Source: an optimization exercise on an open RTL-to-GDS flow (aim: a short achievable clock period and few clock cycles). Production flows keep margins and buffers that such runs may drop.
The RTL was checked by simulation tests, not by an equivalence proof against the original design.
Power is estimated from default activity; no workload was simulated.

==> run F <==
==> flow/design.v <==
`timescale 1ns / 10ps
module y86_seq(
    input clk,
    input rst,
    output [63:0] imem_addr,
    input [79:0] imem_rdata,
    output [63:0] dmem_addr,
    output [63:0] dmem_wdata,
    output dmem_we,
    input [63:0] dmem_rdata,
    output halted
);
localparam HALT = 4'h0, NOP = 4'h1, CMOVXX = 4'h2, IRMOVQ = 4'h3,
           RMMOVQ = 4'h4, MRMOVQ = 4'h5, OPQ = 4'h6, JXX = 4'h7,
           CALL = 4'h8, RET = 4'h9, PUSHQ = 4'hA, POPQ = 4'hB;
reg [79:0] ir;           
reg        xvalid;       
reg [63:0] xpc;          
reg [63:0] fpc;          
reg        halted_r;
reg        zf, sf, of;
reg [63:0] rf [0:14];
reg [63:0] ras [0:7];
reg [2:0]  ras_sp;       
wire [3:0] icode = ir[7:4];
wire [3:0] ifun  = ir[3:0];
wire [3:0] rA    = ir[15:12];
wire [3:0] rB    = ir[11:8];
wire [63:0] valC_r = ir[79:16];    
wire [63:0] valC_j = ir[71:8];     
reg [3:0] len;
always @(*) begin
    case (icode)
        CMOVXX, OPQ, PUSHQ, POPQ: len = 4'd2;
        IRMOVQ, RMMOVQ, MRMOVQ:   len = 4'd10;
        JXX, CALL:                len = 4'd9;
        default:                  len = 4'd1;
    endcase
end
wire [63:0] valP = xpc + {60'd0, len};
reg cc;
always @(*) begin
    case (ifun)
        4'd0: cc = 1'b1;
        4'd1: cc = (sf ^ of) | zf;
        4'd2: cc = sf ^ of;
        4'd3: cc = zf;
        4'd4: cc = ~zf;
        4'd5: cc = ~(sf ^ of);
        4'd6: cc = ~(sf ^ of) & ~zf;
        default: cc = 1'b0;
    endcase
end
wire run = xvalid & ~halted_r;
wire is_ret  = run & (icode == RET);
wire is_call = run & (icode == CALL);
wire is_halt = run & (icode == HALT);
wire [63:0] ras_top = ras[ras_sp];
wire stack_op = (icode == CALL) | (icode == RET) | (icode == PUSHQ) | (icode == POPQ);
wire [3:0] srcA = (icode == RET || icode == POPQ) ? 4'd4 : rA;
wire [3:0] srcB = stack_op ? 4'd4 : rB;
wire [63:0] valA = (srcA == 4'hF) ? 64'd0 : rf[srcA];
wire [63:0] valB = (srcB == 4'hF) ? 64'd0 : rf[srcB];
wire [63:0] sum  = valB + valA;
wire [63:0] diff = valB - valA;
reg  [63:0] opres;
always @(*) begin
    case (ifun[1:0])
        2'd0: opres = sum;
        2'd1: opres = diff;
        2'd2: opres = valB & valA;
        default: opres = valB ^ valA;
    endcase
end
wire new_zf = (opres == 64'd0);
wire new_sf = opres[63];
wire new_of = (ifun[1:0] == 2'd0) ? ((valB[63] == valA[63]) && (sum[63] != valB[63])) :
              (ifun[1:0] == 2'd1) ? ((valB[63] != valA[63]) && (diff[63] != valB[63])) : 1'b0;
wire [63:0] maddr = valB + valC_r;
wire [63:0] sp_dec = valB - 64'd8;
wire [63:0] sp_inc = valB + 64'd8;
reg [63:0] daddr, dwdata;
reg        dwe;
always @(*) begin
    daddr  = maddr;
    dwdata = valA;
    dwe    = 1'b0;
    case (icode)
        RMMOVQ: dwe = 1'b1;
        PUSHQ:  begin daddr = sp_dec; dwe = 1'b1; end
        CALL:   begin daddr = sp_dec; dwdata = valP; dwe = 1'b1; end
        RET, POPQ: daddr = valB;
        default: ;
    endcase
end
assign dmem_addr  = daddr;
assign dmem_wdata = dwdata;
assign dmem_we    = dwe & run & ~rst;
reg [3:0]  dstE, dstM;
reg [63:0] valE;
always @(*) begin
    dstE = 4'hF;
    dstM = 4'hF;
    valE = opres;
    case (icode)
        CMOVXX: begin if (cc) dstE = rB; valE = valA; end
        IRMOVQ: begin dstE = rB; valE = valC_r; end
        OPQ:    dstE = rB;
        MRMOVQ: dstM = rA;
        CALL, PUSHQ: begin dstE = 4'd4; valE = sp_dec; end
        RET:    begin dstE = 4'd4; valE = sp_inc; end
        POPQ:   begin dstE = 4'd4; valE = sp_inc; dstM = rA; end
        default: ;
    endcase
end
integer i;
always @(posedge clk) begin
    if (run) begin
        for (i = 0; i < 15; i = i + 1) begin
            if (dstM == i)
                rf[i] <= dmem_rdata;
            else if (dstE == i)
                rf[i] <= valE;
        end
    end
end
reg [63:0] npc;
always @(*) begin
    if (!xvalid)
        npc = fpc;
    else begin
        case (icode)
            HALT: npc = xpc;
            JXX:  npc = cc ? valC_j : valP;
            CALL: npc = valC_j;
            RET:  npc = ras_top;
            default: npc = valP;
        endcase
    end
end
assign imem_addr = npc;
wire ret_miss = is_ret & (dmem_rdata != ras_top);
always @(posedge clk) begin
    if (rst) begin
        xvalid   <= 1'b0;
        fpc      <= 64'd0;
        halted_r <= 1'b0;
        zf <= 1'b1; sf <= 1'b0; of <= 1'b0;
        ras_sp   <= 3'd0;
    end
    else if (!halted_r) begin
        ir  <= imem_rdata;
        xpc <= npc;
        xvalid <= ~is_halt & ~ret_miss;
        fpc <= dmem_rdata;
        if (is_halt)
            halted_r <= 1'b1;
        if (run && icode == OPQ) begin
            zf <= new_zf; sf <= new_sf; of <= new_of;
        end
        if (is_call) begin
            ras[ras_sp + 3'd1] <= valP;
            ras_sp <= ras_sp + 3'd1;
        end
        else if (is_ret)
            ras_sp <= ras_sp - 3'd1;
    end
end
assign halted = halted_r | is_halt;
endmodule
==> flow/run.sh <==
#!/bin/bash
# synth_recipe.tcl (not shown) runs the flow's synth.tcl, then flattens the netlist and writes it again
# the make line also repeats each setting of config.mk as NAME=value (left out here)
make -C /OpenROAD-flow-scripts/flow DESIGN_CONFIG=/design/flow/config.mk WORK_HOME=/design/flow/orfs CLKGATE_MAP_FILE= SYNTH_SCRIPT=/design/flow/synth_recipe.tcl finish
==> flow/config.mk <==
export PLATFORM = sky130hd
export DESIGN_NAME = y86_seq
export DESIGN_NICKNAME = y86_seq
export VERILOG_FILES = /design/flow/design.v
export SDC_FILE = /design/flow/constraint.sdc
export NUM_CORES = 4
export LEC_CHECK = 0
export CAP_MARGIN = 20
export CORE_MARGIN = 2
export CORE_UTILIZATION = 22
export PLACE_DENSITY = 0.3
export SLEW_MARGIN = 20
==> flow/constraint.sdc <==
create_clock -name core_clock -period 50.0 [get_ports {clk}]
set_input_delay 10.0000 -clock core_clock [delete_from_list [all_inputs] [get_ports {clk}]]
set_output_delay 10.0000 -clock core_clock [all_outputs]
set_load 0.01 [all_outputs]
==> run G: changes against run F <==
==> flow/flow/run.sh (new file) <==
#!/bin/bash
# Standard layout (the standard.sh, unchanged synthesis), with a setup
# margin for repair_timing so that it works on the I/O paths that set the
# period instead of stopping at the 50 ns clock.
set -uo pipefail
bash standard.sh SETUP_SLACK_MARGIN=29.4 finish > standard_flow.log 2>&1
==> flow/standard.sh (new file) <==
#!/bin/bash
# synth_recipe.tcl (not shown) runs the flow's synth.tcl, then flattens the netlist and writes it again
# the make line also repeats each setting of config.mk as NAME=value (left out here)
make -C /OpenROAD-flow-scripts/flow DESIGN_CONFIG=/design/flow/config.mk WORK_HOME=/design/flow/orfs CLKGATE_MAP_FILE= SYNTH_SCRIPT=/design/flow/synth_recipe.tcl "${@:-finish}"
removed: flow/run.sh
==> flow_summary_export.csv <==
group,metric,value,unit
layout,fin_area,0.121,mm2
layout,fillCellCount,48929,
outcome,status,"complete, no violations",
layout,multi_input_area_share,39.4,%
placed_design,place_area,0.113,mm2
timing,finalCritPeriodShare,43.9,%
power,p_switching,1830,uW
That was run F.
==> flow_summary_export.csv <==
group,metric,value,unit
placed_design,hpwlAfterDp,496000,um
outcome,status,"complete, no violations",
worst_hold_path,hp-class,"reg -> reg",
layout,fillCellCount,48884,
layout,fin_area,0.121,mm2
detailed_routing,vias,96257,
placed_design,place_area,0.114,mm2
timing,finalCritPeriodShare,41.5,%
layout,multi_input_area_share,39.4,%
That was run G.
Testbench counts of run F, summed over its fixed seeds: cycles 19,925.
Testbench counts of run G, summed over its fixed seeds: cycles 19,925.

-- separate check: timing with driven ports --
How much do the figures lean on ideal ports? The routed layouts below were timed once more, with nothing changed but the port constraints. Step 1: set_driving_cell puts a clkbuf_16 on clk and a buf_2 on each other input, an assumption about the parent block. Step 2 moves the port delays by t, midway between the first and last clock arrival at a register: inputs arrive t later, outputs are due t later. That takes back most of the time a late clock gives input paths. Slacks: no drivers / after step 1 / after step 2; pairs: no drivers / after step 1.
run | shift t [ns] | setup WS [ns] | hold slack, ns | worst setup path at the end | worst register clock-pin slew, ns
run F | 1.065 | 28.062 / 28.033 / 28.033 | 0.478 / 0.478 / 0.478 | input to output | 0.07 / 0.07
run G | 1.056 | 29.249 / 29.087 / 29.087 | 0.483 / 0.483 / 0.483 | input to output | 0.07 / 0.07
After both steps every run listed still meets setup and hold. For run G, which loses most, drivers alone change the setup slack by -0.162 ns; drivers and shift together by -0.162 ns.
